Context: an optimization exercise on an open-source flow, tuned for small area. The choices shown serve that exercise and are no tape-out recipe. The RTL was checked by simulation tests, not by an equivalence proof against the original design. The clock port is modelled as an ideal driver; clocking choices that lean on that would not hold on a real chip. Power and IR drop assume default switching activity.

## flow/design.v

```verilog
module motor_ctrl
  (output logic        pwm,
   output logic        dir,
   output logic [31:0] pulse_width,
   output logic [31:0] rot_cnt,
   input  logic [31:0] target_rot_v,
   input  logic [31:0] p_gain,
   input  logic        sa,
   input  logic        sb,
   input  logic        clk,
   input  logic        rstn);
   logic        sa_q0, sb_q0, sa_q1, sb_q1;
   logic        en, dn, up;
   logic [31:0] cnt_r, cnt_sum;
   logic [16:0] cnt_c;
   logic [15:0] hi_c, hi_pm;
   always_comb begin
      en = sa_q1 ^ sb_q1 ^ sa_q0 ^ sb_q0;
      dn = en & (sa_q1 ^ sb_q0);
      up = en & ~(sa_q1 ^ sb_q0);
      cnt_c[0] = up;
      for (int i = 0; i < 16; i++)
        cnt_c[i+1] = (cnt_r[i] & dn) | (cnt_r[i] & cnt_c[i]) | (dn & cnt_c[i]);
      cnt_sum[15:0] = cnt_r[15:0] ^ {16{dn}} ^ cnt_c[15:0];
      hi_c[0] = ~dn;
      for (int i = 0; i < 15; i++)
        hi_c[i+1] = (cnt_r[16+i] & dn) | (cnt_r[16+i] & hi_c[i]) | (dn & hi_c[i]);
      hi_pm = cnt_r[31:16] ^ {16{dn}} ^ hi_c;
      cnt_sum[31:16] = (cnt_c[16] ^ dn) ? hi_pm : cnt_r[31:16];
   end
   logic [9:0] ph;      
   logic       samp;    
   logic [5:0] pc;      
   always_comb samp = &ph[9:5] & ph[3];       
   logic [10:0] dcnt, dc_a, dc_sum, dc_c;     
   always_comb begin
      dc_a    = samp ? 11'd0 : dcnt;
      dc_c[0] = up;
      for (int i = 0; i < 10; i++)
        dc_c[i+1] = (dc_a[i] & dn) | (dc_a[i] & dc_c[i]) | (dn & dc_c[i]);
      dc_sum = dc_a ^ {11{dn}} ^ dc_c;
   end
   logic [10:0] d_r;
   logic        d_sg, d_hi, p_sg;
   logic        kneg, kpos;
   always_comb begin
      kneg = ~p_sg & cnt_r[31] & ~cnt_r[30];    
      kpos = p_sg & ~cnt_r[31] & cnt_r[30];     
   end
   logic       t_i, d_i, dm_i, u_i, e_i;
   logic       c1, b2, tnz, pend;
   logic [4:0] ti, pi;
   logic       ewin, cwin, awin, ld;
   always_comb begin
      ewin = ~|ph[9:6] & ~(ph[5] & ph[4]);    
      cwin = ~|ph[9:6] & (ph[5] ^ ph[4]);     
      awin = ~|ph[9:5];                       
      ld   = pend & (ph == 10'd49);
      ti   = ph[4:0] | {5{ph[5]}};
      pi   = {~ph[4], ph[3:0]};
      t_i  = target_rot_v[ti];
      d_i  = (ph[5:0] <= 6'd10) ? d_r[0] : (ph[5] ? d_hi : d_sg);
      dm_i = (ph[5:0] <  6'd8)  ? 1'b0 :
             (ph[5:0] <= 6'd18) ? d_r[3] :
             (ph[5:0] <= 6'd39) ? d_sg : d_hi;
      u_i  = t_i ^ d_i ^ c1;
      e_i  = u_i ^ dm_i ^ b2;
   end
   logic [31:0] lo, pw_r;
   logic [14:0] a_lo;
   logic [15:0] a_hi;
   logic        e_r, e_d, c_r, k_r;
   logic [15:0] la, lb, ls;
   logic [16:0] lc;
   logic [16:0] ha, hb, hs, hc;
   always_comb begin
      ha = {a_hi[15], a_hi};
      hb = {17{e_d}} & {p_gain[31], p_gain[31:16]};
      hc[0] = k_r;
      for (int i = 0; i < 16; i++) hc[i+1] = (ha[i] & hb[i]) | (ha[i] & hc[i]) | (hb[i] & hc[i]);
      hs = ha ^ hb ^ hc;
      la = {hs[0], a_lo};
      lb = {16{e_r}} & p_gain[15:0];
      lc[0] = c_r;
      for (int i = 0; i < 16; i++) lc[i+1] = (la[i] & lb[i]) | (la[i] & lc[i]) | (lb[i] & lc[i]);
      ls = la ^ lb ^ lc[15:0];
   end
   always_ff @(posedge clk) begin
      lo   <= {ls[0], lo[31:1]};
      a_lo <= ls[15:1];
      k_r  <= lc[16];
      a_hi <= {hs[16] & awin, hs[15:1]};
      e_r  <= e_i & ewin;
      e_d  <= e_r;
      c_r  <= pw_r[pi] & cwin;
      c1  <= ~samp & ((t_i & d_i) | (t_i & c1) | (d_i & c1));
      b2  <= ~samp & ((~u_i & dm_i) | (~u_i & b2) | (dm_i & b2));
      tnz <= ~samp & (tnz | t_i);
      d_r <= samp ? dcnt : {d_r[0], d_r[10:1]};
      if (samp) begin
         d_sg <= dcnt[10];
         d_hi <= kneg | (~kpos & dcnt[10]);
      end
      if (!rstn) begin
         sa_q0 <= 0; sb_q0 <= 0; sa_q1 <= 0; sb_q1 <= 0;
         cnt_r <= 0;
         ph    <= 0;
         pc    <= 0;
         dcnt  <= 0;
         p_sg  <= 0;
         pend  <= 0;
         pw_r  <= 0;
      end else begin
         sa_q0 <= sa; sb_q0 <= sb; sa_q1 <= sa_q0; sb_q1 <= sb_q0;
         cnt_r <= cnt_sum;
         dcnt  <= dc_sum;
         ph    <= samp ? 10'd0 : ph + 10'd1;
         pc    <= (pc[5] & pc[3]) ? 6'd0 : pc + 6'd1;
         pend  <= pend | samp;
         if (samp) p_sg <= cnt_r[31];
         if (ld) pw_r <= tnz ? lo : 32'd0;
      end
   end
   always_comb begin
      rot_cnt     = cnt_r;
      pulse_width = pw_r;
      dir         = pw_r[31];
      pwm         = {26'd0, pc} < (pw_r ^ {32{pw_r[31]}});
   end
endmodule
```

## flow/run.sh

```bash
#!/bin/bash
# synth_recipe.tcl (not shown) runs the flow's synth.tcl, then flattens the netlist and writes it again
# the make line also repeats each setting of config.mk as NAME=value (left out here)
make -C /OpenROAD-flow-scripts/flow DESIGN_CONFIG=/design/flow/config.mk WORK_HOME=/design/flow/orfs CLKGATE_MAP_FILE= SYNTH_SCRIPT=/design/flow/synth_recipe.tcl finish
```

## flow/config.mk

```make
export PLATFORM = sky130hd
export DESIGN_NAME = motor_ctrl
export DESIGN_NICKNAME = motor_ctrl
export VERILOG_FILES = /design/flow/design.v
export SDC_FILE = /design/flow/constraint.sdc
export NUM_CORES = 4
export LEC_CHECK = 0
export CAP_MARGIN = 20
export CORE_MARGIN = 2
export CORE_UTILIZATION = 45
export CTS_BUF_LIST = sky130_fd_sc_hd__clkbuf_4 sky130_fd_sc_hd__clkbuf_8
export PLACE_DENSITY = 0.6
export SLEW_MARGIN = 20
```

## flow/constraint.sdc

```tcl
create_clock -name core_clock -period 10.0 [get_ports {clk}]
set_input_delay 2.0000 -clock core_clock [delete_from_list [all_inputs] [get_ports {clk}]]
set_output_delay 2.0000 -clock core_clock [all_outputs]
set_load 0.01 [all_outputs]
```

==> results of run 1 <==
[synthesized netlist by cell type (4+ instances only)]
library cell / instances
nand4_1: 6
nor4_1: 5
o21ai_0: 12
o21a_1: 4
a21oi_1: 10
a21boi_1: 16
mux2i_1: 8
ha_1: 15
and2_1: 40
a21boi_0: 17
fa_1: 74
xnor2_1: 15
clkbuf_1: 20
mux4_2: 14
buf_6: 4
o211a_1: 13
nor2b_1: 29
and3_1: 6
dfxtp_1: 178
nor2_1: 21
nand2_1: 108
inv_1: 49
buf_2: 8
nand3_1: 42
nor3_1: 11
[registers in the layout, indices dropped and copies added, names as in the netlist, 6 cells and up]
signal	cells
cnt_r	32
lo	32
pw_r	32
a_hi	16
a_lo	15
d_r	11
dcnt	11
ph	10
pc	6
[per-layer routing]
metal  vias to the layer above  GRT usage (%)  wire length (microns)
met5                         -              0                      0
met4                         0           5.53                    243
met3                        22           4.54                    980
met2                       147           29.4                   8160
met1                      2796           26.0                   8250
li1                       2760              -                      -
[stage by stage]
step	power (W)	utilization [%]	cell area, sq um	setup slack (ns)
2_1_floorplan	0.00129	-	8290	1.04
3_3_place_gp	0.00144	54.2	9770	1.18
3_5_place_dp	0.00149	54.2	9770	0.987
4_1_cts	0.00202	56.6	10200	1.42
5_1_grt	0.00213	56.6	10200	1.03
6_report	0.00198	56.6	10200	1.48
[power breakdown]
group	switching (W)	internal [W]	leakage, nW	total [W]
Sequential	0.000113	0.000909	1.49	0.00102
Combinational	0.000208	0.000229	2.19	0.000437
Clock	0.000256	0.000267	0.212	0.000524
[path summary, 6_finish.rpt]
kind	from	end	slack (ns)
hold reg to reg	lo[30]	lo[29]	0.35
setup / recovery	p_gain[0]	a_lo[14]	1.48
hold / removal	lo[30]	lo[29]	0.35
setup reg to reg	sa_q0	cnt_r[17]	1.50
[area by class of cell]
cell class,instances,share of cell area (%)
clock buffer,20,2.70
clock inverter,11,1.47
inverter,49,1.80
multi-input combinational,501,42.1
sequential,180,35.5
tap,229,2.81
timing repair buffer,140,13.5
[logic make-up after synthesis]
| kind of cell | Yosys count | synth area share [%] |
|---|---|---|
| AOI/OAI and AO/OA | 90 | 8.07 |
| xor gates and xnor gates | 19 | 2.10 |
| adders and majority gates | 89 | 20.1 |
| buffers and inverters | 87 | 4.53 |
| DFF | 180 | 43.7 |
| muxes | 23 | 4.90 |
| and+or+nand+nor | 280 | 16.6 |
[critical path, stage by stage]
cell	delay, ns
clkdlybuf4s50_1	0.39
and2_1	0.16
fa_1	0.39
fa_1	0.40
fa_1	0.39
fa_1	0.38
fa_1	0.40
fa_1	0.40
fa_1	0.39
fa_1	0.40
fa_1	0.39
fa_1	0.39
fa_1	0.39
fa_1	0.39
fa_1	0.39
fa_1	0.38
fa_1	0.39
fa_1	0.43
==> impl_metrics.py, run 1 <==
metrics = {
    "floorplanning": {
        "rows": 49,
        "die_h_microns": 140,
        "die_w_microns": 140,
        "core_sq_um": 18000,
        "initial_core_util_pct": 46.0,
        "die_area_sq_um": 19500,
        "ioPinCount": 134,
    },
    "run": {
        "maxCapViolCount": 0,
    },
    "finish": {
        "area_growth_pct": 22.9,
        "multi_input_area_sq_um": 4300,
        "diodes": 0,
        "fin_nets": 1046,
        "regArea_sq_um": 3620,
        "drive_gt1_share_pct": 7.21,
        "layout_common_cells": "177 x dfxtp_1, 132 x clkdlybuf4s50_1, 107 x nand2_1",
        "fill_cells": 1576,
        "fin_cells": 1130,
        "final_common_cell": "dfxtp_1",
    },
    "grt": {
        "grt_overflow_total": 0,
        "grt_max_degree": 88,
        "antenna_found_initial": 0,
        "grt_pass1_wl_microns": 29800,
        "grt_pass1_vias": 5963,
        "grt_usage_pct": 18.8,
    },
    "logic_synthesis": {
        "syn_inst": 768,
        "synth_edf_count": 2,
        "synth_nets": 925,
        "syn_avg_cell_area_sq_um": 10.8,
        "synth_cell_type_count": 52,
        "ys.flop_type": "dfxtp_1",
        "ys_async_sr_fraction_pct": 0,
        "yosysTopAreaCell": "dfxtp_1",
        "synth_top_area_share_pct": 43.0,
        "syn_area_sq_um": 8290,
        "yosys-top-cells-area": "dfxtp_1 43%, fa_1 18%, nand2_1 4.9%",
        "ys_ff_latch": 180,
        "yosysWarnings": 1,
        "yosysSeqAreaShare_pct": 43.7,
    },
    "clock_tree": {
        "cts_tree": "done",
        "insertion_delay_ns": 0.45,
        "cts-root-buf": "clkbuf_8",
        "h-tree-depth": 4,
        "cts_buffers": 17,
        "ctsResizeCount": 0,
        "hold_buffers": 0,
        "post-cts-setup-buffer-count": 0,
        "clk_pin_slew_ns": 0.08,
        "clk_path_buf_depth": 2,
        "cts.sink_count": 180,
    },
    "power_and_ir_drop": {
        "p_per_area_nw_per_um2": 194,
        "p_leak_nw": 3.89,
        "vdd_ir_drop_max_v": 0.0000979,
    },
    "worst_setup_path": {
        "critPathKind": "primary input to flop",
        "start_kind": "primary input",
        "cp.required_ns": 10.32,
        "setup.worst_path.end_class": "flop",
        "cp.arrival_ns": 8.85,
        "reg2regPathDepth": 25,
        "crit_fanout": 1,
    },
    "place": {
        "gp_congestion": 0.803,
        "dp_hpwl_microns": 12400,
        "dpl.cell_count": 1099,
        "port_buffers": 133,
    },
    "routing": {
        "wire_per_inst_microns": 15.6,
        "via_per_inst": 5.07,
        "wirelength_microns": 17600,
        "drc": 0,
        "via_count": 5725,
        "ant_nets": 0,
        "drt_iter0_drc": 214,
        "first_pass_iters": 4,
    },
    "min_path": {
        "hold_path_class": "flop to flop",
        "hold_path_depth": 0,
    },
    "timing": {
        "rsz0062_at_grt": "no",
        "skew_ns": 0.0119,
        "whs_ns": 0.348,
        "slew_violations": 0,
        "finalCriticalPeriod_ns": 8.52,
        "tns_ns": 0,
        "fmax_mhz": 117,
        "worstMarginPinSlew_ns": 0.760,
        "finalHoldViolations": 0,
        "relSlewSlack_pct": 49.3,
        "setup_viol": 0,
        "fin_crit_sh_pct": 85.2,
    },
    "run_status": {
        "status": "finished clean",
    },
}
==> run 2, diff against run 1 <==
==> flow/flow/run.sh (new file) <==
#!/bin/bash
set -euo pipefail
export BUFFER_PORTS_ARGS="-buffer_cell sky130_fd_sc_hd__buf_1"
export CTS_ARGS="-sink_clustering_enable -repair_clock_nets -dont_use_dummy_load -buf_list {sky130_fd_sc_hd__clkbuf_4 sky130_fd_sc_hd__clkbuf_8}"
bash standard.sh > standard.log 2>&1
==> flow/standard.sh (new file) <==
#!/bin/bash
# synth_recipe.tcl (not shown) runs the flow's synth.tcl, then flattens the netlist and writes it again
# the make line also repeats each setting of config.mk as NAME=value (left out here)
make -C /OpenROAD-flow-scripts/flow DESIGN_CONFIG=/design/flow/config.mk WORK_HOME=/design/flow/orfs CLKGATE_MAP_FILE= SYNTH_SCRIPT=/design/flow/synth_recipe.tcl "${@:-finish}"
--- a/flow/config.mk
+++ b/flow/config.mk
@@ -8,6 +8,5 @@
 export CAP_MARGIN = 20
 export CORE_MARGIN = 2
 export CORE_UTILIZATION = 45
-export CTS_BUF_LIST = sky130_fd_sc_hd__clkbuf_4 sky130_fd_sc_hd__clkbuf_8
 export PLACE_DENSITY = 0.6
 export SLEW_MARGIN = 20
removed: flow/run.sh
==> run 2 against run 1 <==
Against the previous run: critical path depth rose by 7; total power fell by 11%; sequential share of layout area rose by 3.9 points; largest power group unchanged; die area did not move; critical path type is now flop to flop; core utilization fell by 5.6 points; first-iteration DRC count rose by 11%; synthesized cell count did not move; count of clock-buffer cells in the layout fell by 3; non-clock buffer count did not move; hold slack got worse by 0.012 ns; flip-flop and latch count did not move; register-to-register slack improved by 0.07 ns.
==> impl_metrics.py, run 2 <==
metrics = {
    "routing": {
        "drc": 0,
        "top_layer_used": "met4",
        "wire_per_inst_microns": 14.5,
        "via_count": 5506,
        "wirelength_microns": 16200,
        "ant_nets": 0,
        "drt_iter0_drc": 237,
        "wl_met2_microns": 6930,
        "wl_met1_microns": 7960,
        "first_pass_iters": 4,
        "via_per_inst": 4.93,
        "met3RoutedLength_microns": 1050,
    },
    "logic_synthesis": {
        "synth_nets": 925,
        "syn_avg_cell_area_sq_um": 10.8,
        "yosysTopAreaCell": "dfxtp_1",
        "ys_ff_latch": 180,
        "yosys-top-cells-area": "dfxtp_1 43%, fa_1 18%, nand2_1 4.9%",
        "syn_inst": 768,
        "synthMostInstantiatedCell": "dfxtp_1",
        "synth_top_area_share_pct": 43.0,
        "synth_cell_type_count": 52,
        "ys_async_sr_fraction_pct": 0,
        "syn_area_sq_um": 8290,
        "yosysWarnings": 1,
        "synth_edf_count": 2,
        "yosysSeqAreaShare_pct": 43.7,
        "synth_common_cells": "178 x dfxtp_1, 108 x nand2_1, 74 x fa_1",
        "ys.flop_type": "dfxtp_1",
    },
    "worst_setup_path": {
        "start_kind": "flop",
        "critical_path.max_stage_delay_ns": 0.51,
        "crit_fanout": 27,
        "cp.required_ns": 10.34,
        "crit_path_top_delay_cell": "fa_1",
        "setup.worst_path.end_class": "flop",
        "cp_common_cell": "fa_1",
        "cp.arrival_ns": 8.77,
        "critPathKind": "flop to flop",
    },
    "finish": {
        "fill_cells": 1671,
        "top_regs": "cnt_r (32), lo (32), pw_r (32)",
        "diodes": 0,
        "fin_nets": 1046,
        "postLayoutCellArea_sq_um": 9180,
        "area_growth_pct": 10.7,
        "drive_gt1_share_pct": 5.75,
        "layout_common_cells": "177 x dfxtp_1, 132 x buf_1, 107 x nand2_1",
        "final_common_cell": "dfxtp_1",
    },
    "clock_tree": {
        "clk_path_buf_depth": 2,
        "cts_tree": "done",
        "cts.sink_count": 180,
        "clk_pin_slew_ns": 0.09,
        "ctsResizeCount": 0,
        "insertion_delay_ns": 0.46,
        "cts-root-buf": "clkbuf_8",
        "cts_buffers": 17,
        "h-tree-depth": 4,
        "post-cts-setup-buffer-count": 0,
        "hold_buffers": 0,
    },
    "power_and_ir_drop": {
        "p_leak_nw": 3.47,
        "p_per_area_nw_per_um2": 192,
        "power_w": 0.00176,
        "vdd_ir_drop_max_v": 0.000152,
    },
    "grt": {
        "grt_overflow_total": 0,
        "grt_pass1_wl_microns": 27100,
        "grt_usage_pct": 17.3,
        "grt_pass1_vias": 5336,
        "grt_max_degree": 88,
        "antenna_found_initial": 0,
    },
    "floorplanning": {
        "die_w_microns": 140,
        "core_sq_um": 18000,
        "ioPinCount": 134,
        "die_area_sq_um": 19500,
        "initial_core_util_pct": 46.0,
        "die_h_microns": 140,
        "rows": 49,
    },
    "timing": {
        "tns_ns": 0,
        "whs_ns": 0.336,
        "fin_crit_sh_pct": 84.3,
        "finalCriticalPeriod_ns": 8.43,
        "slew_violations": 0,
        "relSlewSlack_pct": 46.3,
        "setup_viol": 0,
        "fmax_mhz": 119,
        "worstMarginPinSlew_ns": 0.804,
        "rsz0062_at_grt": "no",
        "finalHoldViolations": 0,
        "skew_ns": 0.0256,
    },
    "place": {
        "port_buffers": 133,
        "place_area_sq_um": 8940,
        "gp_congestion": 0.742,
        "dp_hpwl_microns": 11100,
    },
    "run_status": {
        "status": "finished clean",
    },
    "run": {
        "maxCapViolCount": 0,
    },
    "min_path": {
        "hold_path_class": "flop to flop",
    },
}
run 2: path summary, 6_finish.rpt:
path	from	end	slack, ns	cells after the start
setup / recovery	sa_q0	cnt_r[17]	1.57	25
hold / removal	lo[6]	lo[5]	0.34	0
setup reg to reg	sa_q0	cnt_r[17]	1.57	25
hold reg to reg	lo[6]	lo[5]	0.34	0
run 2: area by class of cell:
cell class | count | area [sq um] | share of cell area (%)
Clock buffer | 17 | 234 | 2.55
Inverter | 49 | 184 | 2.00
Multi-Input combinational cell | 501 | 4300 | 46.8
Sequential cell | 180 | 3620 | 39.5
Tap cell | 229 | 287 | 3.12
Timing Repair Buffer | 140 | 553 | 6.02
run 2: stage by stage:
step | setup slack [ns] | utilization [%] | std cells
2_1_floorplan | 1.04 | - | 768
3_3_place_gp | 1.49 | 49.6 | 1099
3_5_place_dp | 1.38 | 49.6 | 1099
4_1_cts | 1.51 | 50.9 | 1116
5_1_grt | 1.03 | 50.9 | 1116
6_report | 1.57 | 50.9 | 1116
run 2: where the power goes:
group	internal [W]	total, W	switching [W]
registers	0.000910	0.00102	0.000110
logic	0.000175	0.000376	0.000201
clock network	0.000150	0.000368	0.000217
total	0.00123	0.00176	0.000528
run 2: cell families (layout without fill, tap and decap cells):
family / count (synthesis) / after routing / share of synthesized area, %
AOI/OAI and AO/OA: 90 / 90 / 8.07
xor gates and xnor gates: 19 / 19 / 2.10
adders and majority gates: 89 / 89 / 20.1
buffers and inverters: 87 / 206 / 4.53
DFF: 180 / 180 / 43.7
muxes: 23 / 23 / 4.90
and+or+nand+nor: 280 / 280 / 16.6
run 2: worst max-delay path, delay by kind of cell (launching register included):
kind / cells / cell delay (ns)
XOR/XNOR: 2 / 0.36
adder cells (fa/ha/maj): 16 / 6.07
buffers and inverters: 3 / 0.73
flip-flops: 1 / 0.31
multiplexers: 1 / 0.22
AND/OR/NAND/NOR: 3 / 0.61
run 2: routing by layer:
| metal | vias up | GRT usage [%] |
|---|---|---|
| li1 | 2757 | - |
| met1 | 2591 | 25.6 |
| met2 | 136 | 24.3 |
| met3 | 22 | 5.47 |
| met4 | 0 | 5.37 |
| met5 | - | 0 |
==> run 3, diff against run 2 <==
--- a/flow/design.v
+++ b/flow/design.v
@@ -50,11 +50,10 @@
    logic       t_i, d_i, dm_i, u_i, e_i;
    logic       c1, b2, tnz, pend;
    logic [4:0] ti, pi;
-   logic       ewin, cwin, awin, ld;
+   logic       ewin, cwin, ld;
    always_comb begin
       ewin = ~|ph[9:6] & ~(ph[5] & ph[4]);    
       cwin = ~|ph[9:6] & (ph[5] ^ ph[4]);     
-      awin = ~|ph[9:5];                       
       ld   = pend & (ph == 10'd49);
       ti   = ph[4:0] | {5{ph[5]}};
       pi   = {~ph[4], ph[3:0]};
@@ -66,7 +65,9 @@
       u_i  = t_i ^ d_i ^ c1;
       e_i  = u_i ^ dm_i ^ b2;
    end
-   logic [31:0] lo, pw_r;
+   logic [31:0] pw_r;
+   logic [15:0] lo;
+   logic        sh_top, sh_off;
    logic [14:0] a_lo;
    logic [15:0] a_hi;
    logic        e_r, e_d, c_r, k_r;
@@ -84,14 +85,16 @@
       lc[0] = c_r;
       for (int i = 0; i < 16; i++) lc[i+1] = (la[i] & lb[i]) | (la[i] & lc[i]) | (lb[i] & lc[i]);
       ls = la ^ lb ^ lc[15:0];
+      sh_top = ~|ph[9:6] & (ph[5] ? lo[0] : hs[16]);
+      sh_off = ~|ph[9:6] & ph[5] & (|ph[4:0]);   
    end
    always_ff @(posedge clk) begin
-      lo   <= {ls[0], lo[31:1]};
+      lo   <= {ls[0], lo[15:1]};
       a_lo <= ls[15:1];
-      k_r  <= lc[16];
-      a_hi <= {hs[16] & awin, hs[15:1]};
+      k_r  <= lc[16] & ~sh_off;
+      a_hi <= {sh_top, hs[15:1]};
       e_r  <= e_i & ewin;
-      e_d  <= e_r;
+      e_d  <= e_r & ~sh_off;
       c_r  <= pw_r[pi] & cwin;
       c1  <= ~samp & ((t_i & d_i) | (t_i & c1) | (d_i & c1));
       b2  <= ~samp & ((~u_i & dm_i) | (~u_i & b2) | (dm_i & b2));
@@ -118,7 +121,7 @@
          pc    <= (pc[5] & pc[3]) ? 6'd0 : pc + 6'd1;
          pend  <= pend | samp;
          if (samp) p_sg <= cnt_r[31];
-         if (ld) pw_r <= tnz ? lo : 32'd0;
+         if (ld) pw_r <= tnz ? {lo, a_hi} : 32'd0;
       end
    end
    always_comb begin
--- a/flow/config.mk
+++ b/flow/config.mk
@@ -7,6 +7,6 @@
 export LEC_CHECK = 0
 export CAP_MARGIN = 20
 export CORE_MARGIN = 2
-export CORE_UTILIZATION = 45
-export PLACE_DENSITY = 0.6
+export CORE_UTILIZATION = 70
+export PLACE_DENSITY = 0.8
 export SLEW_MARGIN = 20
==> run 3 against run 2 <==
Against the previous run: register-to-register slack lost 0.21 ns; global-route usage grew 11 points; die area shrank 37%; total power shrank 7.2%; critical path depth shrank 3; final area shrank 4.4%; synthesized cell count shrank 4.2%; sequential share of layout area shrank 1.8 points; flip-flop and latch count shrank 16.
==> impl_metrics.py, run 3 <==
metrics = {
    "run_status": {
        "status": "finished clean",
    },
    "finish": {
        "layout_common_cells": "161 x dfxtp_1, 132 x buf_1, 87 x nand2_1",
        "fin_cells": 998,
        "drive_gt1_share_pct": 5.38,
        "fill_cells": 783,
        "top_regs": "cnt_r (32), pw_r (32)",
        "fin_nets": 1015,
        "post-route-util_pct": 77.9,
        "area_growth_pct": 9.92,
        "final_common_cell": "dfxtp_1",
        "regArea_sq_um": 3300,
        "postLayoutCellArea_sq_um": 8780,
        "multi_input_area_sq_um": 4430,
        "diodes": 0,
    },
    "place": {
        "dpl.cell_count": 981,
        "dp_hpwl_microns": 11600,
        "place_area_sq_um": 8540,
        "port_buffers": 133,
        "gp_congestion": 0.823,
    },
    "worst_setup_path": {
        "critPathKind": "flop to flop",
        "start_kind": "flop",
        "crit_path_top_delay_cell": "xnor2_2",
        "cp.arrival_ns": 8.96,
        "crit_chain": "xor2_1, nand2_1, inv_2, buf_4, fa_1, fa_1, fa_1, fa_1, fa_1, fa_1, fa_1, fa_1, fa_1, fa_1, fa_1, fa_1, fa_1, fa_1, fa_1, xnor2_2, mux2i_1, nor2b_1",
        "cp.required_ns": 10.31,
        "critical_path.max_stage_delay_ns": 0.87,
        "setup.worst_path.end_class": "flop",
        "crit_fanout": 39,
        "cp_common_cell": "fa_1",
    },
    "grt": {
        "antenna_found_initial": 0,
        "grt_overflow_total": 0,
        "grt_max_degree": 89,
        "grt_usage_pct": 28.4,
        "grt_pass1_vias": 5899,
        "grt_pass1_wl_microns": 28100,
    },
    "floorplanning": {
        "die_area_sq_um": 12300,
        "die_h_microns": 111,
        "core_sq_um": 11300,
        "rows": 39,
        "ioPinCount": 134,
        "initial_core_util_pct": 70.8,
        "die_w_microns": 111,
    },
    "timing": {
        "setup_viol": 0,
        "skew_ns": 0.0240,
        "relSlewSlack_pct": 30.4,
        "fmax_mhz": 116,
        "finalHoldViolations": 0,
        "tns_ns": 0,
        "finalCriticalPeriod_ns": 8.65,
        "slew_violations": 0,
        "fin_crit_sh_pct": 86.5,
        "rsz0062_at_grt": "no",
        "worstMarginPinSlew_ns": 1.04,
    },
    "routing": {
        "wirelength_microns": 16000,
        "first_pass_iters": 5,
        "ant_nets": 0,
        "drt_iter0_drc": 432,
        "drc": 0,
        "wire_per_inst_microns": 16.0,
        "via_count": 5578,
        "via_per_inst": 5.59,
    },
    "logic_synthesis": {
        "ys.flop_type": "dfxtp_1",
        "syn_avg_cell_area_sq_um": 10.8,
        "synth_edf_count": 2,
        "yosysWarnings": 1,
        "syn_inst": 736,
        "synthMostInstantiatedCell": "dfxtp_1",
        "syn_area_sq_um": 7990,
        "synth_cell_type_count": 53,
        "synth_common_cells": "162 x dfxtp_1, 87 x nand2_1, 77 x and2_1",
        "ys_async_sr_fraction_pct": 0,
        "yosys-top-cells-area": "dfxtp_1 41%, fa_1 19%, and2_1 6.0%",
        "synth_top_area_share_pct": 40.6,
        "synth_nets": 894,
        "ys_ff_latch": 164,
        "yosysSeqAreaShare_pct": 41.4,
        "yosysTopAreaCell": "dfxtp_1",
    },
    "power_and_ir_drop": {
        "p_per_area_nw_per_um2": 186,
        "p_leak_nw": 3.56,
        "vdd_ir_drop_max_v": 0.000199,
    },
    "clock_tree": {
        "post-cts-setup-buffer-count": 0,
        "ctsResizeCount": 0,
        "cts-root-buf": "clkbuf_8",
        "hold_buffers": 0,
        "insertion_delay_ns": 0.43,
        "h-tree-depth": 4,
        "cts_tree": "done",
        "clk_path_buf_depth": 2,
        "cts.sink_count": 164,
        "clk_pin_slew_ns": 0.08,
        "cts_buffers": 17,
    },
    "run": {
        "maxCapViolCount": 0,
    },
    "min_path": {
        "hold_path_class": "flop to flop",
    },
}
-- run 3: cell count changes in the layout (fill, tap and decap cells not counted), moves of 5 or more --
cell / previous run / this run
nor2b_1: 29 / 19
a21boi_1: 16 / 30
and2_1: 40 / 77
nor2_1: 21 / 28
o211a_1: 13 / 0
inv_1: 48 / 20
a21boi_0: 17 / 4
a21oi_1: 10 / 15
nand2_1: 107 / 87
dfxtp_1: 177 / 161
mux2i_1: 8 / 18
-- run 3: worst max-delay path: cells and delay by family, from the launching register on --
family,cells,cell delay (ns)
xor gates and xnor gates,2,1.03
adders and majority gates,15,6.14
buffers and inverters,2,0.42
DFF,1,0.31
muxes,1,0.28
and+or+nand+nor,2,0.33
-- run 3: worst paths after layout --
check	from	end	slack (ns)	cells after the start
hold reg to reg	lo[13]	lo[12]	0.35	0
hold / removal	lo[13]	lo[12]	0.35	0
setup reg to reg	sa_q1	cnt_r[25]	1.35	22
setup / recovery	sa_q1	cnt_r[25]	1.35	22
-- run 3: metal layers --
layer  GRT usage, %  wire (microns)  part of all wire, %
met5              0               0                    0
met4           9.83             291                  1.8
met3           7.33            1020                  6.4
met2           45.6            7740                   48
met1           37.9            6950                   43
-- run 3: metrics by stage --
step / worst slack (ns) / power (W) / hold WS [ns]
detailed placement: 1.27 / 0.00130 / 0.337
global route: 0.802 / 0.00176 / 0.353
finish: 1.35 / 0.00164 / 0.347
CTS: 1.29 / 0.00165 / 0.343
global placement: 1.38 / 0.00127 / 0.333
floorplan: 1.49 / 0.00117 / 0.330
-- run 3: layout make-up --
type                    instances  share of cell area [%]
inverters                      22                   0.941
flip-flops and latches        164                    37.6
multi-input cells             513                    50.5
clock buffers                  17                    2.67
well taps                     143                    2.04
repair buffers                139                    6.22
-- run 3: kinds of logic after synthesis --
logic type / Yosys count / share of synthesized area, %
AO/OA/AOI/OAI: 78 / 6.72
XOR/XNOR: 18 / 2.07
flip-flops: 164 / 41.4
AND/OR/NAND/NOR: 290 / 18.4
multiplexers: 35 / 6.91
adder cells (fa/ha/maj): 92 / 21.3
buffers and inverters: 59 / 3.23
-- run 3: where the power goes --
part	internal, W	total (W)	leakage [nW]	switching, W
Sequential	0.000807	0.000912	1.35	0.000105
Clock	0.000150	0.000346	0.122	0.000196
Combinational	0.000181	0.000378	2.08	0.000197
==> run 4, diff against run 3 <==
--- a/flow/config.mk
+++ b/flow/config.mk
@@ -7,6 +7,6 @@
 export LEC_CHECK = 0
 export CAP_MARGIN = 20
 export CORE_MARGIN = 2
-export CORE_UTILIZATION = 70
-export PLACE_DENSITY = 0.8
+export CORE_UTILIZATION = 45
+export PLACE_DENSITY = 0.6
 export SLEW_MARGIN = 20
==> run 4 against run 3 <==
Against the previous run: critical path depth increased by 1; hold slack lost 0.00064 ns; sequential power about the same; flip-flop and latch count unchanged; clock skew down 0.0070 ns; first-iteration DRC count decreased by 35%.
==> impl_metrics.py, run 4 <==
metrics = {
    "timing": {
        "worstMarginPinSlew_ns": 1.00,
        "skew_ns": 0.0170,
        "slew_violations": 0,
        "whs_ns": 0.347,
        "setup_viol": 0,
        "fin_crit_sh_pct": 85.7,
        "timing.final.ws_setup_ns": 1.43,
        "tns_ns": 0,
        "finalCriticalPeriod_ns": 8.57,
        "finalHoldViolations": 0,
        "relSlewSlack_pct": 32.9,
        "rsz0062_at_grt": "no",
        "fmax_mhz": 117,
    },
    "finish": {
        "final_common_cell": "dfxtp_1",
        "fill_cells": 1612,
        "fin_nets": 1016,
        "fin_cells": 1081,
        "post-route-util_pct": 51.4,
        "area_growth_pct": 11.2,
        "drive_gt1_share_pct": 5.37,
        "top_regs": "cnt_r (32), pw_r (32)",
        "diodes": 0,
        "layout_common_cells": "161 x dfxtp_1, 132 x buf_1, 87 x nand2_1",
    },
    "clock_tree": {
        "h-tree-depth": 4,
        "cts.sink_count": 164,
        "post-cts-setup-buffer-count": 0,
        "cts_buffers": 17,
        "clk_pin_slew_ns": 0.08,
        "ctsResizeCount": 0,
        "insertion_delay_ns": 0.44,
        "cts-root-buf": "clkbuf_8",
        "clk_path_buf_depth": 2,
        "cts_tree": "done",
        "hold_buffers": 0,
    },
    "floorplanning": {
        "initial_core_util_pct": 46.2,
        "rows": 48,
        "ioPinCount": 134,
        "core_sq_um": 17300,
        "die_area_sq_um": 18800,
        "die_h_microns": 137,
        "die_w_microns": 137,
    },
    "logic_synthesis": {
        "synth_top_area_share_pct": 40.6,
        "yosys-top-cells-area": "dfxtp_1 41%, fa_1 19%, and2_1 6.0%",
        "yosysWarnings": 1,
        "syn_inst": 736,
        "synth_nets": 894,
        "ys.flop_type": "dfxtp_1",
        "synthMostInstantiatedCell": "dfxtp_1",
        "ys_ff_latch": 164,
        "synth_common_cells": "162 x dfxtp_1, 87 x nand2_1, 77 x and2_1",
        "synth_edf_count": 2,
        "syn_avg_cell_area_sq_um": 10.8,
        "syn_area_sq_um": 7990,
        "yosysSeqAreaShare_pct": 41.4,
        "synth_cell_type_count": 53,
        "ys_async_sr_fraction_pct": 0,
        "yosysTopAreaCell": "dfxtp_1",
    },
    "routing": {
        "via_count": 5560,
        "drc": 0,
        "wire_per_inst_microns": 15.9,
        "wirelength_microns": 17200,
        "ant_nets": 0,
        "via_per_inst": 5.14,
        "drt_iter0_drc": 279,
        "first_pass_iters": 4,
    },
    "place": {
        "port_buffers": 133,
        "pre_cts_slack_ns": 1.25,
        "dp_hpwl_microns": 12100,
        "gp_congestion": 0.835,
        "dpl.cell_count": 1064,
    },
    "power_and_ir_drop": {
        "internal-power_w": 0.00114,
        "comb_power_share_pct": 22.6,
        "clkPwrFrac_pct": 21.6,
        "vdd_ir_drop_max_v": 0.0000895,
        "power_frac_seq_pct": 55.8,
        "p_leak_nw": 3.56,
        "power.net_switching_w": 0.000502,
        "switching_share_pct": 30.7,
        "p_per_area_nw_per_um2": 184,
    },
    "min_path": {
        "hold_path_end": "lo[4]",
        "hp-start": "lo[5]",
        "hold_path_class": "flop to flop",
        "hold_path_depth": 0,
    },
    "worst_setup_path": {
        "critical_path.max_stage_delay_ns": 0.84,
        "r2r-end": "cnt_r[30]",
        "reg2reg_from": "sa_q1",
        "critPathKind": "flop to flop",
        "reg2regPathDepth": 23,
        "crit_chain": "xor2_1, nand2_1, inv_2, or2_2, ha_1, fa_1, fa_1, fa_1, fa_1, fa_1, fa_1, fa_1, fa_1, fa_1, fa_1, fa_1, fa_1, fa_1, fa_1, fa_1, xnor2_2, mux2i_1, nor2b_1",
        "start_kind": "flop",
        "r2r_setup_slack_ns": 1.43,
        "cp.arrival_ns": 8.90,
        "setup.worst_path.end_class": "flop",
        "cp.required_ns": 10.33,
        "crit_fanout": 15,
        "crit_path_top_delay_cell": "xnor2_2",
        "cp_common_cell": "fa_1",
    },
    "grt": {
        "grt_pass1_wl_microns": 28500,
        "grt_overflow_total": 0,
        "antenna_found_initial": 0,
        "grt_pass1_vias": 5699,
        "grt_max_degree": 89,
        "grt_usage_pct": 19.6,
    },
    "run_status": {
        "status": "finished clean",
    },
    "run": {
        "maxCapViolCount": 0,
    },
}
## run 4: worst max path at each step
stage | start | endpoint | cells after the start
after global placement | p_gain[0] | k_r | 19
after detailed placement | p_gain[0] | k_r | 19
final | sa_q1 | cnt_r[30] | 23
after CTS | sa_q0 | cnt_r[30] | 23
after global routing | sa_q0 | cnt_r[22] | 23
after floorplan | sa_q1 | cnt_r[22] | 24
## run 4: power groups by stage
stage	Combinational (W)	Sequential, W	Clock [W]
4_1_cts	0.000382	0.000917	0.000369
6_report	0.000371	0.000914	0.000353
3_3_place_gp	0.000353	0.000924	0
2_1_floorplan	0.000256	0.000910	0
3_5_place_dp	0.000371	0.000929	0
5_1_grt	0.000445	0.000937	0.000395
## run 4: layer usage
metal | routed length [microns] | global-route usage [%]
met1 | 7630 | 25.5
met2 | 8330 | 32.7
met3 | 1060 | 4.89
met4 | 140 | 5.50
met5 | 0 | 0
## run 4: cells by family (layout without fill, tap and decap cells)
group,count (synthesis),after routing,share of synthesized area (%)
and+or+nand+nor,290,290,18.4
DFF,164,164,41.4
adders and majority gates,92,92,21.3
AOI/OAI and AO/OA,78,78,6.72
buffers and inverters,59,179,3.23
muxes,35,35,6.91
xor gates and xnor gates,18,18,2.07
## run 4: per-stage QoR
step	total power, W	area [sq um]
final	0.00164	8880
after global routing	0.00178	8880
after CTS	0.00167	8880
after detailed placement	0.00130	8650
after global placement	0.00128	8650
after floorplan	0.00117	7990
## run 4: worst max-delay path: cells and delay by family, from the launching register on
family	cells	cell delay [ns]
buf+inv	1	0.09
fa+ha+maj	16	6.15
flops	1	0.31
mux	1	0.28
simple gates	3	0.62
xor+xnor	2	1.00
## run 4: final cells by class
cell class / count / area (sq um) / area share (%)
Sequential cell: 164 / 3300 / 37.2
Tap cell: 225 / 282 / 3.17
Inverter: 22 / 82.6 / 0.930
Timing Repair Buffer: 140 / 553 / 6.23
Multi-Input combinational cell: 513 / 4430 / 49.8
Clock buffer: 17 / 234 / 2.63
==> run 5, diff against run 4 <==
==> flow/flow/run.sh (replaced) <==
#!/bin/bash
# The standard layout, with: the standard synthesis's combinational logic
# re-mapped for area (registers and adders untouched), single-strength port
# buffers, and a clock tree of clkbuf_4 without dummy loads (a buffer close to
# the slew limit is upsized after CTS). Each tool's output goes to its own log
# here and under orfs/logs.
set -euo pipefail
W=$PWD
RES=$W/orfs/results/$FLOW_PLATFORM/motor_ctrl/base
LIB=$FLOW_HOME/platforms/sky130hd/lib/sky130_fd_sc_hd__tt_025C_1v80.lib
export BUFFER_PORTS_ARGS="-buffer_cell sky130_fd_sc_hd__buf_1"
export CTS_ARGS="-sink_clustering_enable -repair_clock_nets -dont_use_dummy_load -buf_list {sky130_fd_sc_hd__clkbuf_4}"
export POST_CTS_TCL=$W/flow/post_cts.tcl

bash standard.sh synth > standard_synth.log 2>&1
cp $RES/1_2_yosys.v $W/standard_synth_netlist.v
REMAP_LIB=$LIB REMAP_IN=$W/standard_synth_netlist.v REMAP_OUT=$W/remapped.v REMAP_TOP=$FLOW_TOP \
  REMAP_SCRIPT=$W/flow/abc_area.script \
  DONT_USE_CELLS="sky130_fd_sc_hd__probe_p_8 sky130_fd_sc_hd__probec_p_8 sky130_fd_sc_hd__lpflow_bleeder_1 sky130_fd_sc_hd__lpflow_clkbufkapwr_1 sky130_fd_sc_hd__lpflow_clkbufkapwr_16 sky130_fd_sc_hd__lpflow_clkbufkapwr_2 sky130_fd_sc_hd__lpflow_clkbufkapwr_4 sky130_fd_sc_hd__lpflow_clkbufkapwr_8 sky130_fd_sc_hd__lpflow_clkinvkapwr_1 sky130_fd_sc_hd__lpflow_clkinvkapwr_16 sky130_fd_sc_hd__lpflow_clkinvkapwr_2 sky130_fd_sc_hd__lpflow_clkinvkapwr_4 sky130_fd_sc_hd__lpflow_clkinvkapwr_8 sky130_fd_sc_hd__lpflow_decapkapwr_12 sky130_fd_sc_hd__lpflow_decapkapwr_3 sky130_fd_sc_hd__lpflow_decapkapwr_4 sky130_fd_sc_hd__lpflow_decapkapwr_6 sky130_fd_sc_hd__lpflow_decapkapwr_8 sky130_fd_sc_hd__lpflow_inputiso0n_1 sky130_fd_sc_hd__lpflow_inputiso0p_1 sky130_fd_sc_hd__lpflow_inputiso1n_1 sky130_fd_sc_hd__lpflow_inputiso1p_1 sky130_fd_sc_hd__lpflow_inputisolatch_1 sky130_fd_sc_hd__lpflow_isobufsrc_1 sky130_fd_sc_hd__lpflow_isobufsrc_16 sky130_fd_sc_hd__lpflow_isobufsrc_2 sky130_fd_sc_hd__lpflow_isobufsrc_4 sky130_fd_sc_hd__lpflow_isobufsrc_8 sky130_fd_sc_hd__lpflow_isobufsrckapwr_16 sky130_fd_sc_hd__lpflow_lsbuf_lh_hl_isowell_tap_1 sky130_fd_sc_hd__lpflow_lsbuf_lh_hl_isowell_tap_2 sky130_fd_sc_hd__lpflow_lsbuf_lh_hl_isowell_tap_4 sky130_fd_sc_hd__lpflow_lsbuf_lh_isowell_4 sky130_fd_sc_hd__lpflow_lsbuf_lh_isowell_tap_1 sky130_fd_sc_hd__lpflow_lsbuf_lh_isowell_tap_2 sky130_fd_sc_hd__lpflow_lsbuf_lh_isowell_tap_4 " \
  $FLOW_HOME/../tools/install/yosys/bin/yosys -c $W/flow/remap.tcl > remap.log 2>&1
cp $W/remapped.v $RES/1_2_yosys.v
rm -f $RES/1_synth.odb $RES/1_synth.sdc
bash standard.sh > standard.log 2>&1
==> flow/flow/abc_area.script (new file) <==
strash
dch -f
amap
topo
==> flow/flow/post_cts.tcl (new file) <==
estimate_parasitics -placement
set n 0
foreach inst [get_cells -quiet clkbuf_*] {
  set m [get_property $inst ref_name]
  if {$m ne "sky130_fd_sc_hd__clkbuf_4"} continue
  set x [get_pins [get_name $inst]/X]
  set s [expr {max([get_property $x slew_max_rise], [get_property $x slew_max_fall])}]
  if {$s > 0.100} {
    replace_cell $inst sky130_fd_sc_hd__clkbuf_8
    incr n
  }
}
puts "POST_CTS: upsized $n clock buffers"
if {$n > 0} { detailed_placement }
==> flow/flow/remap.tcl (new file) <==
# yosys -c remap.tcl: re-map the combinational logic of the standard
# synthesis netlist with an area-oriented ABC script. Flip-flops, full and
# half adders keep their cells and instance names; the other cells are
# rebuilt from their liberty functions and mapped again.
yosys -import
set lib $::env(REMAP_LIB)
set net $::env(REMAP_IN)
read_liberty -ignore_miss_func $lib
read_verilog $net
hierarchy -top $::env(REMAP_TOP)
set keep {}
foreach m [split [exec grep -o {^ *sky130_fd_sc_hd__[a-z0-9_]*} $net] "\n"] {
  set m [string trim $m]
  if {[regexp {__(dfxtp|edfxtp|dfrtp|dfstp|dfbbp|dfxbp|sdff|fa_|ha_)} $m]} { lappend keep $m }
}
set keep [lsort -unique $keep]
puts "REMAP keep: $keep"
foreach m $keep { setattr -mod -set keep_hierarchy 1 $m }
flatten
yosys rename -hide w:*.*
opt_clean
set dont_use {}
foreach c $::env(DONT_USE_CELLS) { lappend dont_use -dont_use $c }
abc -liberty $lib -script $::env(REMAP_SCRIPT) {*}$dont_use
splitnets
opt_clean -purge
hilomap -singleton -hicell sky130_fd_sc_hd__conb_1 HI -locell sky130_fd_sc_hd__conb_1 LO
insbuf -buf sky130_fd_sc_hd__buf_4 A X
select $::env(REMAP_TOP)
write_verilog -noattr -nohex -nodec -selected $::env(REMAP_OUT)
==> run 5 against run 4 <==
Against the previous run: still clean on timing, DRC and antenna; flip-flop and latch count unchanged; count of clock-buffer cells in the layout unchanged; register-to-register slack improved by 0.17 ns; non-clock buffer count decreased by 1; combinational power increased by 15%; first-iteration DRC count increased by 6.5%; synthesized area decreased by 5.6%; sequential power increased by 0.8%.
==> impl_metrics.py, run 5 <==
metrics = {
    "routing": {
        "wire_per_inst_microns": 16.0,
        "first_pass_iters": 4,
        "ant_nets": 0,
        "via_per_inst": 5.30,
        "wirelength_microns": 17700,
        "via_count": 5858,
        "drt_iter0_drc": 297,
        "drc": 0,
    },
    "floorplanning": {
        "die_w_microns": 133,
        "rows": 47,
        "initial_core_util_pct": 45.8,
        "die_h_microns": 133,
        "ioPinCount": 134,
        "die_area_sq_um": 17800,
        "core_sq_um": 16500,
    },
    "clock_tree": {
        "insertion_delay_ns": 0.44,
        "cts.sink_count": 164,
        "cts_tree": "done",
        "clk_pin_slew_ns": 0.09,
    },
    "timing": {
        "skew_ns": 0.0251,
        "rsz0062_at_grt": "no",
        "relSlewSlack_pct": 38.3,
        "worstMarginPinSlew_ns": 0.924,
        "setup_viol": 0,
        "tns_ns": 0,
        "slew_violations": 0,
        "fin_crit_sh_pct": 84.0,
        "finalCriticalPeriod_ns": 8.40,
        "fmax_mhz": 119,
        "finalHoldViolations": 0,
    },
    "finish": {
        "final_common_cell": "dfxtp_1",
        "top_regs": "cnt_r (32), pw_r (32)",
        "post-route-util_pct": 52.1,
        "fin_nets": 1044,
        "area_growth_pct": 13.7,
        "layout_common_cells": "161 x dfxtp_1, 133 x buf_1, 89 x nor2_1",
        "drive_gt1_share_pct": 3.17,
    },
    "power_and_ir_drop": {
        "p_per_area_nw_per_um2": 196,
        "p_leak_nw": 3.27,
        "vdd_ir_drop_max_v": 0.000115,
    },
    "worst_setup_path": {
        "critical_path.max_stage_delay_ns": 0.44,
        "start_kind": "flop",
        "cp.arrival_ns": 8.68,
        "setup.worst_path.end_class": "flop",
        "crit_fanout": 15,
        "cp_common_cell": "fa_1",
        "crit_path_top_delay_cell": "fa_1",
        "cp.required_ns": 10.28,
        "critPathKind": "flop to flop",
    },
    "logic_synthesis": {
        "yosysWarnings": 1,
        "syn_inst": 729,
        "syn_avg_cell_area_sq_um": 10.3,
        "syn_area_sq_um": 7530,
        "synth_nets": 887,
    },
    "grt": {
        "grt_pass1_vias": 5866,
        "grt_overflow_total": 0,
        "antenna_found_initial": 1,
        "grt_pass1_wl_microns": 29800,
        "grt_usage_pct": 21.0,
        "grt_max_degree": 81,
    },
    "min_path": {
        "hold_path_class": "flop to flop",
    },
    "run": {
        "maxCapViolCount": 0,
    },
    "place": {
        "gp_congestion": 0.840,
        "port_buffers": 133,
        "dp_hpwl_microns": 12800,
    },
    "run_status": {
        "status": "finished clean",
    },
}
[run 5: changes by cell type in the layout (fill, tap and decap cells not counted), moves of 12 or more]
cell	delta
mux4_2	-12
xnor2_1	-15
nor2_1	+61
mux2i_1	-18
and2_1	-77
nand3_1	-36
inv_1	-20
nand2_1	-34
nor2b_1	+43
clkinv_1	+78
a221oi_1	+41
a21boi_1	-30
o22ai_1	+28
a211oi_1	+12
[run 5: final timing paths]
path	from	endpoint	slack (ns)	cells past startpoint
setup / recovery	sa_q0	cnt_r[29]	1.60	26
hold / removal	lo[2]	lo[1]	0.34	0
setup reg to reg	sa_q0	cnt_r[29]	1.60	26
hold reg to reg	lo[2]	lo[1]	0.34	0
[run 5: area by class of cell]
type	instances	area [sq um]
repair buffers	139	544
diodes	1	2.50
multi-input cells	484	3930
well taps	220	275
inverters	80	302
flip-flops and latches	164	3300
clock buffers	17	209
fillers	1544	7900
[run 5: layer usage]
| metal | part of all wire (%) | GRT usage (%) | vias to the layer above |
|---|---|---|---|
| met1 | 44 | 28.2 | 2802 |
| met5 | 0 | 0 | - |
| met3 | 7.3 | 5.94 | 25 |
| li1 | - | - | 2849 |
| met4 | 1.5 | 5.91 | 0 |
| met2 | 47 | 33.6 | 182 |
[run 5: per-stage QoR]
stage | cells | hold slack, ns | instance area, sq um | setup slack [ns] | total power [W]
2_1_floorplan | 729 | 0.331 | 7540 | 0.518 | 0.00122
3_3_place_gp | 1087 | 0.335 | 8360 | 1.38 | 0.00135
3_5_place_dp | 1087 | 0.336 | 8360 | 1.27 | 0.00137
5_1_grt | 1104 | 0.359 | 8570 | 1.10 | 0.00183
6_report | 1105 | 0.342 | 8570 | 1.60 | 0.00168
[run 5: worst max-delay path, delay by kind of cell, from the launching register on]
kind            cells  cell delay, ns
compound gates      4            0.72
fa+ha+maj          16            6.12
buf+inv             3            0.67
flops               1            0.31
simple gates        3            0.41
[run 5: where the power goes]
part	internal (W)	total [W]	switching, W
registers	0.000812	0.000921	0.000109
clock network	0.000134	0.000333	0.000199
logic	0.000190	0.000427	0.000237
==> run 6, diff against run 5 <==
--- a/flow/flow/run.sh
+++ b/flow/flow/run.sh
@@ -11,6 +11,7 @@
 export BUFFER_PORTS_ARGS="-buffer_cell sky130_fd_sc_hd__buf_1"
 export CTS_ARGS="-sink_clustering_enable -repair_clock_nets -dont_use_dummy_load -buf_list {sky130_fd_sc_hd__clkbuf_4}"
 export POST_CTS_TCL=$W/flow/post_cts.tcl
+export CLK_UPSIZE_SLEW=0.120
 
 bash standard.sh synth > standard_synth.log 2>&1
 cp $RES/1_2_yosys.v $W/standard_synth_netlist.v
==> flow/flow/abc_area.script (replaced) <==
strash
&get -n
&st
&syn2
&dch -f
&nf -R 1000
&put
topo
--- a/flow/flow/post_cts.tcl
+++ b/flow/flow/post_cts.tcl
@@ -5,7 +5,8 @@
   if {$m ne "sky130_fd_sc_hd__clkbuf_4"} continue
   set x [get_pins [get_name $inst]/X]
   set s [expr {max([get_property $x slew_max_rise], [get_property $x slew_max_fall])}]
-  if {$s > 0.100} {
+  puts "POST_CTS: [get_name $inst] slew $s"
+  if {$s > $::env(CLK_UPSIZE_SLEW)} {
     replace_cell $inst sky130_fd_sc_hd__clkbuf_8
     incr n
   }
==> run 6 against run 5 <==
Against the previous run: sequential share of layout area rose by 0.90 points; total power fell by 4.8%; synthesized area fell by 1.7%; first-iteration DRC count fell by 27%; non-clock buffer count fell by 1; synthesized cell count fell by 9.7%; via count fell by 11%; largest power group unchanged.
==> impl_metrics.py, run 6 <==
metrics = {
    "run_status": {
        "status": "finished clean",
    },
    "floorplanning": {
        "rows": 46,
        "die_w_microns": 132,
        "initial_core_util_pct": 46.3,
        "die_h_microns": 132,
        "core_sq_um": 16000,
        "die_area_sq_um": 17500,
        "ioPinCount": 134,
    },
    "worst_setup_path": {
        "critPathCapture": "cnt_r[16]",
        "reg2reg_from": "sb_q0",
        "setup.worst_path.end_class": "flop",
        "r2r_setup_slack_ns": 1.57,
        "r2r-end": "cnt_r[16]",
        "reg2regPathDepth": 24,
        "cp.required_ns": 10.30,
        "start_kind": "flop",
        "crit_fanout": 38,
        "cp-startpoint": "sb_q0",
        "cp.arrival_ns": 8.74,
        "critPathKind": "flop to flop",
    },
    "min_path": {
        "hold_path_class": "flop to flop",
    },
    "run": {
        "maxCapViolCount": 0,
    },
    "logic_synthesis": {
        "syn_avg_cell_area_sq_um": 11.3,
        "yosysWarnings": 1,
        "syn_area_sq_um": 7400,
        "syn_inst": 658,
        "synth_nets": 816,
    },
    "finish": {
        "drive_gt1_share_pct": 4.06,
        "area_growth_pct": 13.1,
        "layout_common_cells": "162 x dfxtp_1, 132 x buf_1, 94 x nor2_1",
        "final_common_cell": "dfxtp_1",
        "top_regs": "cnt_r (32), pw_r (32)",
        "diodes": 0,
        "fin_nets": 972,
    },
    "grt": {
        "met2_usage_pct": 32.6,
        "grt_usage_pct": 19.8,
        "grt_max_degree": 58,
        "grt_pass1_wl_microns": 27800,
        "met3_usage_pct": 5.81,
        "grt_pass1_vias": 5614,
        "met1_usage_pct": 25.6,
        "grt_overflow_total": 0,
        "antenna_found_initial": 0,
        "grt-busiest-layer": "met2",
    },
    "timing": {
        "finalHoldViolations": 0,
        "fin_crit_sh_pct": 84.3,
        "finalCriticalPeriod_ns": 8.43,
        "rsz0062_at_grt": "no",
        "fmax_mhz": 119,
        "slew_violations": 0,
        "tns_ns": 0,
        "worstMarginPinSlew_ns": 0.885,
        "skew_ns": 0.0376,
        "relSlewSlack_pct": 40.9,
        "setup_viol": 0,
    },
    "routing": {
        "via_count": 5220,
        "wirelength_microns": 16300,
        "drt_iter0_drc": 217,
        "ant_nets": 0,
        "drc": 0,
        "via_per_inst": 5.08,
        "first_pass_iters": 5,
        "wire_per_inst_microns": 15.9,
    },
    "power_and_ir_drop": {
        "vdd_ir_drop_max_v": 0.0000839,
        "power_w": 0.00160,
        "p_per_area_nw_per_um2": 191,
        "p_leak_nw": 3.29,
    },
    "place": {
        "gp_congestion": 0.800,
        "dp_hpwl_microns": 11800,
        "port_buffers": 133,
    },
    "clock_tree": {
        "cts_tree": "done",
        "cts.sink_count": 164,
        "insertion_delay_ns": 0.44,
        "clk_pin_slew_ns": 0.12,
    },
}
[run 6: how the worst min path moves through the flow]
| stage | startpoint | to | depth (start not counted) |
|---|---|---|---|
| finish | lo[5] | lo[4] | 0 |
| global route | lo[5] | lo[4] | 0 |
| detailed placement | lo[11] | lo[10] | 0 |
| global placement | lo[2] | lo[1] | 0 |
| floorplan | lo[1] | lo[0] | 0 |
[run 6: metal layers]
layer | wire length (microns) | part of all wire, % | up-vias
li1 | - | - | 2549
met1 | 7260 | 44 | 2543
met2 | 7970 | 49 | 117
met3 | 1010 | 6.1 | 11
met4 | 110 | 0.67 | 0
met5 | 0 | 0 | -
[run 6: area by class of cell]
cell class              count  area (sq um)
repair buffers            138           538
fillers                  1476          7630
flip-flops and latches    164          3300
multi-input cells         472          4020
inverters                  21          78.8
well taps                 216           270
clock buffers              17           165
[run 6: critical path, cell delays in order, from the launching register on]
cell and delay [ns]:
dfxtp_1 0.34, xor2_1 0.15, nand2_1 0.22, inv_2 0.05, buf_4 0.37, fa_1 0.51, fa_1 0.40, fa_1 0.40
fa_1 0.39, fa_1 0.39, fa_1 0.40, fa_1 0.39, fa_1 0.40, fa_1 0.40, fa_1 0.40, fa_1 0.39
fa_1 0.41, fa_1 0.40, fa_1 0.42, fa_1 0.43, nor2_1 0.21, clkinv_1 0.11, and2_0 0.41, a21oi_1 0.25
nor2b_1 0.06
[run 6: per-stage QoR]
stage          area (sq um)  cells  hold WS [ns]  setup WS (ns)  utilization (%)
2_1_floorplan          7400    658         0.332          0.334                -
3_3_place_gp           8210   1011         0.335           1.36             51.3
3_5_place_dp           8210   1011         0.345           1.20             51.3
5_1_grt                8370   1028         0.351           1.04             52.3
6_report               8370   1028         0.353           1.57             52.3
[run 6: report_power, final]
| part | internal, W | switching, W | leakage (nW) |
|---|---|---|---|
| clock network | 0.000105 | 0.000195 | 0.0937 |
| logic | 0.000173 | 0.000207 | 1.84 |
| registers | 0.000810 | 0.000109 | 1.35 |
==> run 7, diff against run 6 <==
--- a/flow/flow/run.sh
+++ b/flow/flow/run.sh
@@ -11,7 +11,7 @@
 export BUFFER_PORTS_ARGS="-buffer_cell sky130_fd_sc_hd__buf_1"
 export CTS_ARGS="-sink_clustering_enable -repair_clock_nets -dont_use_dummy_load -buf_list {sky130_fd_sc_hd__clkbuf_4}"
 export POST_CTS_TCL=$W/flow/post_cts.tcl
-export CLK_UPSIZE_SLEW=0.120
+export CLK_UPSIZE_SLEW=0.100
 
 bash standard.sh synth > standard_synth.log 2>&1
 cp $RES/1_2_yosys.v $W/standard_synth_netlist.v
==> run 7 against run 6 <==
Against the previous run: die area did not move; sequential power is essentially flat; via count increased by 0.23%; sequential share of layout area shrank 0.21 points; setup slack better by 0.053 ns; global-route usage about the same; synthesized cell count stayed put; total power is 2.2% higher; non-clock buffer count stayed put; largest cell class unchanged; largest power group unchanged.
==> impl_metrics.py, run 7 <==
metrics = {
    "run_status": {
        "status": "finished clean",
    },
    "logic_synthesis": {
        "syn_area_sq_um": 7400,
        "yosysWarnings": 1,
        "syn_inst": 658,
        "syn_avg_cell_area_sq_um": 11.3,
        "synth_nets": 816,
    },
    "grt": {
        "antenna_found_initial": 0,
        "grt_pass1_wl_microns": 27800,
        "grt_usage_pct": 19.8,
        "grt_overflow_total": 0,
        "grt_max_degree": 58,
        "grt_pass1_vias": 5622,
    },
    "routing": {
        "first_pass_iters": 4,
        "ant_nets": 0,
        "drt_iter0_drc": 231,
        "drc": 0,
        "via_count": 5232,
        "wirelength_microns": 16400,
        "via_per_inst": 5.09,
        "wire_per_inst_microns": 16.0,
    },
    "floorplanning": {
        "core_sq_um": 16000,
        "die_area_sq_um": 17500,
        "die_h_microns": 132,
        "rows": 46,
        "initial_core_util_pct": 46.3,
        "die_w_microns": 132,
        "ioPinCount": 134,
    },
    "worst_setup_path": {
        "r2r-end": "cnt_r[16]",
        "setup.worst_path.end_class": "flop",
        "reg2reg_from": "sb_q0",
        "crit_fanout": 38,
        "critPathKind": "flop to flop",
        "cp.arrival_ns": 8.71,
        "cp.required_ns": 10.33,
        "critPathCapture": "cnt_r[16]",
        "reg2regPathDepth": 24,
        "cp-startpoint": "sb_q0",
        "r2r_setup_slack_ns": 1.62,
        "start_kind": "flop",
    },
    "finish": {
        "area_growth_pct": 13.7,
        "postLayoutCellArea_sq_um": 8420,
        "fin_nets": 972,
        "multi_input_area_sq_um": 4020,
        "drive_gt1_share_pct": 4.06,
        "top_regs": "cnt_r (32), pw_r (32)",
        "regArea_sq_um": 3300,
        "final_common_cell": "dfxtp_1",
        "fill_cells": 1466,
        "layout_common_cells": "162 x dfxtp_1, 132 x buf_1, 94 x nor2_1",
        "diodes": 0,
    },
    "power_and_ir_drop": {
        "p_leak_nw": 3.31,
        "vdd_ir_drop_max_v": 0.0000900,
        "p_per_area_nw_per_um2": 194,
    },
    "run": {
        "maxCapViolCount": 0,
    },
    "timing": {
        "tns_ns": 0,
        "fin_crit_sh_pct": 83.8,
        "setup_viol": 0,
        "rsz0062_at_grt": "no",
        "fmax_mhz": 119,
        "relSlewSlack_pct": 37.5,
        "skew_ns": 0.0348,
        "finalHoldViolations": 0,
        "slew_violations": 0,
        "worstMarginPinSlew_ns": 0.937,
        "finalCriticalPeriod_ns": 8.38,
    },
    "min_path": {
        "hold_path_depth": 0,
        "hold_path_class": "flop to flop",
    },
    "clock_tree": {
        "cts.sink_count": 164,
        "cts_tree": "done",
        "clk_pin_slew_ns": 0.10,
        "insertion_delay_ns": 0.46,
    },
    "place": {
        "port_buffers": 133,
        "place_area_sq_um": 8210,
        "dp_hpwl_microns": 11800,
        "gp_congestion": 0.800,
    },
}
-- run 7: metal layers --
metal	wire length [microns]	global-route usage, %
met2	7880	32.4
met4	180	6.03
met5	0	0
met1	7320	25.6
met3	1050	5.81
-- run 7: worst min-delay path by stage --
stage | from | to | slack [ns]
global placement | lo[2] | lo[1] | 0.34
finish | lo[11] | lo[10] | 0.32
global route | lo[11] | lo[10] | 0.32
floorplan | lo[1] | lo[0] | 0.33
detailed placement | lo[11] | lo[10] | 0.35
-- run 7: cell type report --
| type | instances | share of cell area, % |
|---|---|---|
| Clock buffer | 17 | 2.48 |
| Inverter | 21 | 0.937 |
| Multi-Input combinational cell | 472 | 47.7 |
| Sequential cell | 164 | 39.2 |
| Tap cell | 216 | 3.21 |
| Timing Repair Buffer | 138 | 6.39 |
-- run 7: power breakdown --
part	internal, W	switching (W)
logic	0.000173	0.000207
registers	0.000810	0.000109
clock network	0.000134	0.000200
-- run 7: through the flow --
step / hold slack (ns) / total power, W / worst slack, ns / utilization (%) / cells
6_report: 0.323 / 0.00163 / 1.62 / 52.6 / 1028
5_1_grt: 0.323 / 0.00178 / 1.10 / 52.6 / 1028
3_5_place_dp: 0.345 / 0.00132 / 1.20 / 51.3 / 1011
3_3_place_gp: 0.335 / 0.00128 / 1.36 / 51.3 / 1011
2_1_floorplan: 0.332 / 0.00117 / 0.334 / - / 658
-- run 7: critical path, cell delays in order (launching register included) --
cell and delay, ns:
dfxtp_1 0.32, xor2_1 0.15, nand2_1 0.22, inv_2 0.05, buf_4 0.37, fa_1 0.51, fa_1 0.40, fa_1 0.40
fa_1 0.39, fa_1 0.39, fa_1 0.40, fa_1 0.39, fa_1 0.40, fa_1 0.40, fa_1 0.40, fa_1 0.39
fa_1 0.41, fa_1 0.40, fa_1 0.42, fa_1 0.43, nor2_1 0.21, clkinv_1 0.11, and2_0 0.41, a21oi_1 0.25
nor2b_1 0.06
==> run 8, diff against run 7 <==
==> flow/flow/abc_area.script (replaced) <==
strash
&get -n
&st
&deepsyn -T 30
&dch -f
&nf -R 1000
&put
topo
==> run 8 against run 7 <==
Against the previous run: flip-flop and latch count is the same; still clean on timing, DRC and antenna; cell count shrank 1.9%; critical endpoint is now cnt_r[17]; clock skew shrank 0.0015 ns.
==> impl_metrics.py, run 8 <==
metrics = {
    "routing": {
        "ant_nets": 0,
        "first_pass_iters": 4,
        "via_per_inst": 5.22,
        "wirelength_microns": 16100,
        "drt_iter0_drc": 277,
        "wire_per_inst_microns": 16.0,
        "via_count": 5266,
        "drc": 0,
    },
    "worst_setup_path": {
        "r2r-end": "cnt_r[17]",
        "cp.arrival_ns": 8.94,
        "cp.required_ns": 10.36,
        "reg2reg_from": "sa_q1",
        "critPathCapture": "cnt_r[17]",
        "setup.worst_path.end_class": "flop",
        "crit_fanout": 14,
        "critPathKind": "flop to flop",
        "cp-startpoint": "sa_q1",
        "r2r_setup_slack_ns": 1.42,
        "reg2regPathDepth": 24,
        "start_kind": "flop",
    },
    "place": {
        "dp_hpwl_microns": 11700,
        "gp_congestion": 0.864,
        "port_buffers": 133,
    },
    "grt": {
        "antenna_found_initial": 0,
        "grt_max_degree": 45,
        "grt_pass1_wl_microns": 26800,
        "grt_usage_pct": 20.2,
        "grt_pass1_vias": 5332,
        "grt_overflow_total": 0,
    },
    "power_and_ir_drop": {
        "power_w": 0.00161,
        "p_leak_nw": 3.25,
        "vdd_ir_drop_max_v": 0.0000915,
        "p_per_area_nw_per_um2": 196,
    },
    "timing": {
        "skew_ns": 0.0333,
        "worstMarginPinSlew_ns": 1.02,
        "slew_violations": 0,
        "finalCriticalPeriod_ns": 8.58,
        "relSlewSlack_pct": 31.8,
        "setup_viol": 0,
        "rsz0062_at_grt": "no",
        "finalHoldViolations": 0,
        "fmax_mhz": 117,
        "tns_ns": 0,
        "fin_crit_sh_pct": 85.8,
    },
    "finish": {
        "final_common_cell": "dfxtp_1",
        "fin_nets": 952,
        "top_regs": "cnt_r (32), pw_r (32)",
        "fill_cells": 1468,
        "drive_gt1_share_pct": 3.03,
        "layout_common_cells": "162 x dfxtp_1, 133 x buf_1, 79 x nor2_1",
        "diodes": 0,
        "area_growth_pct": 14.0,
    },
    "run": {
        "maxCapViolCount": 0,
    },
    "clock_tree": {
        "clk_pin_slew_ns": 0.10,
        "cts.sink_count": 164,
        "insertion_delay_ns": 0.46,
        "cts_tree": "done",
    },
    "floorplanning": {
        "die_h_microns": 131,
        "die_w_microns": 131,
        "core_sq_um": 15800,
        "die_area_sq_um": 17100,
        "rows": 46,
        "initial_core_util_pct": 45.9,
        "ioPinCount": 134,
    },
    "min_path": {
        "hp-start": "lo[12]",
        "hold_path_class": "flop to flop",
    },
    "logic_synthesis": {
        "syn_area_sq_um": 7230,
        "syn_inst": 638,
        "syn_avg_cell_area_sq_um": 11.3,
        "synth_nets": 796,
        "yosysWarnings": 1,
    },
    "run_status": {
        "status": "finished clean",
    },
}
run 8: changes by cell type in the layout (fill, tap and decap cells not counted), moves of 7 or more:
cell | before | now
a21oi_1 | 24 | 16
a22o_1 | 32 | 45
mux4_2 | 7 | 0
nor2_1 | 94 | 79
nor4_1 | 4 | 11
o22ai_1 | 4 | 15
run 8: area by class of cell:
type	instances	area [sq um]	share of cell area, %
inverters	19	71.3	0.865
clock buffers	17	209	2.53
repair buffers	138	537	6.51
flip-flops and latches	164	3300	40.1
multi-input cells	454	3850	46.7
well taps	216	270	3.28
run 8: critical path: stages (launching register included):
cell and delay [ns]:
dfxtp_1 0.32, xor2_1 0.16, nand2_1 0.25, inv_2 0.09, or2_0 0.23, ha_1 0.19
fa_1 0.38, fa_1 0.39, fa_1 0.43, fa_1 0.41, fa_1 0.40, fa_1 0.39
fa_1 0.39, fa_1 0.39, fa_1 0.39, fa_1 0.39, fa_1 0.38, fa_1 0.41
fa_1 0.39, fa_1 0.38, fa_1 0.43, xor2_1 0.19, nor2b_1 0.80, clkinv_1 0.15
o21ai_0 0.16
run 8: how the worst min path moves through the flow:
stage	end	slack [ns]	cells after the start
2_1_floorplan	lo[0]	0.33	0
3_5_place_dp	lo[0]	0.34	0
5_1_grt	lo[11]	0.34	0
3_3_place_gp	lo[1]	0.34	0
6_report	lo[11]	0.32	0
run 8: stage by stage:
step	instances	hold slack (ns)	setup slack [ns]	cell area [sq um]	utilization, %
after global placement	991	0.335	1.40	8040	51.0
final	1008	0.324	1.42	8240	52.3
after detailed placement	991	0.337	1.26	8040	51.0
after floorplan	638	0.332	0.153	7230	-
after global routing	1008	0.342	1.05	8240	52.3
run 8: report_power, final:
group	leakage (nW)	internal [W]	switching [W]
Sequential	1.35	0.000808	0.000107
Combinational	1.79	0.000166	0.000198
Clock	0.112	0.000134	0.000200
run 8: layer usage:
metal  vias to the layer above  global-route usage (%)  routed length (microns)
met5                         -                       0                        0
met4                         0                    7.45                      278
met3                        21                    5.05                      926
met2                       181                    32.5                     7680
met1                      2550                    26.7                     7220
li1                       2514                       -                        -

[separate check: timing with driven ports]
Ports are ideal in the flow. The routed layouts listed here were re-timed in OpenROAD.
Step 1: set_driving_cell puts a clkbuf_16 on clk and a buf_2 on each other input, an assumption about the parent block.
Step 2 also shifts input and output timing later by t, the mid clock arrival at the registers, as if the neighbouring blocks saw the same clock.
a / b / c = ideal ports / drivers / drivers and shift; a / b = the first two.
run | t, ns | setup slack, ns
run 1 | 0.485 | 1.477 / 1.494 / 1.009
run 2 | 0.485 | 1.568 / 1.568 / 1.372
run 3 | 0.458 | 1.354 / 1.354 / 1.233
run 4 | 0.470 | 1.433 / 1.433 / 1.266
run 5 | 0.465 | 1.599 / 1.599 / 1.270
run 6 | 0.459 | 1.566 / 1.566 / 1.190
run 7 | 0.473 | 1.618 / 1.618 / 1.203
run 8 | 0.472 | 1.418 / 1.418 / 1.248
After both steps every run listed still meets setup and hold.
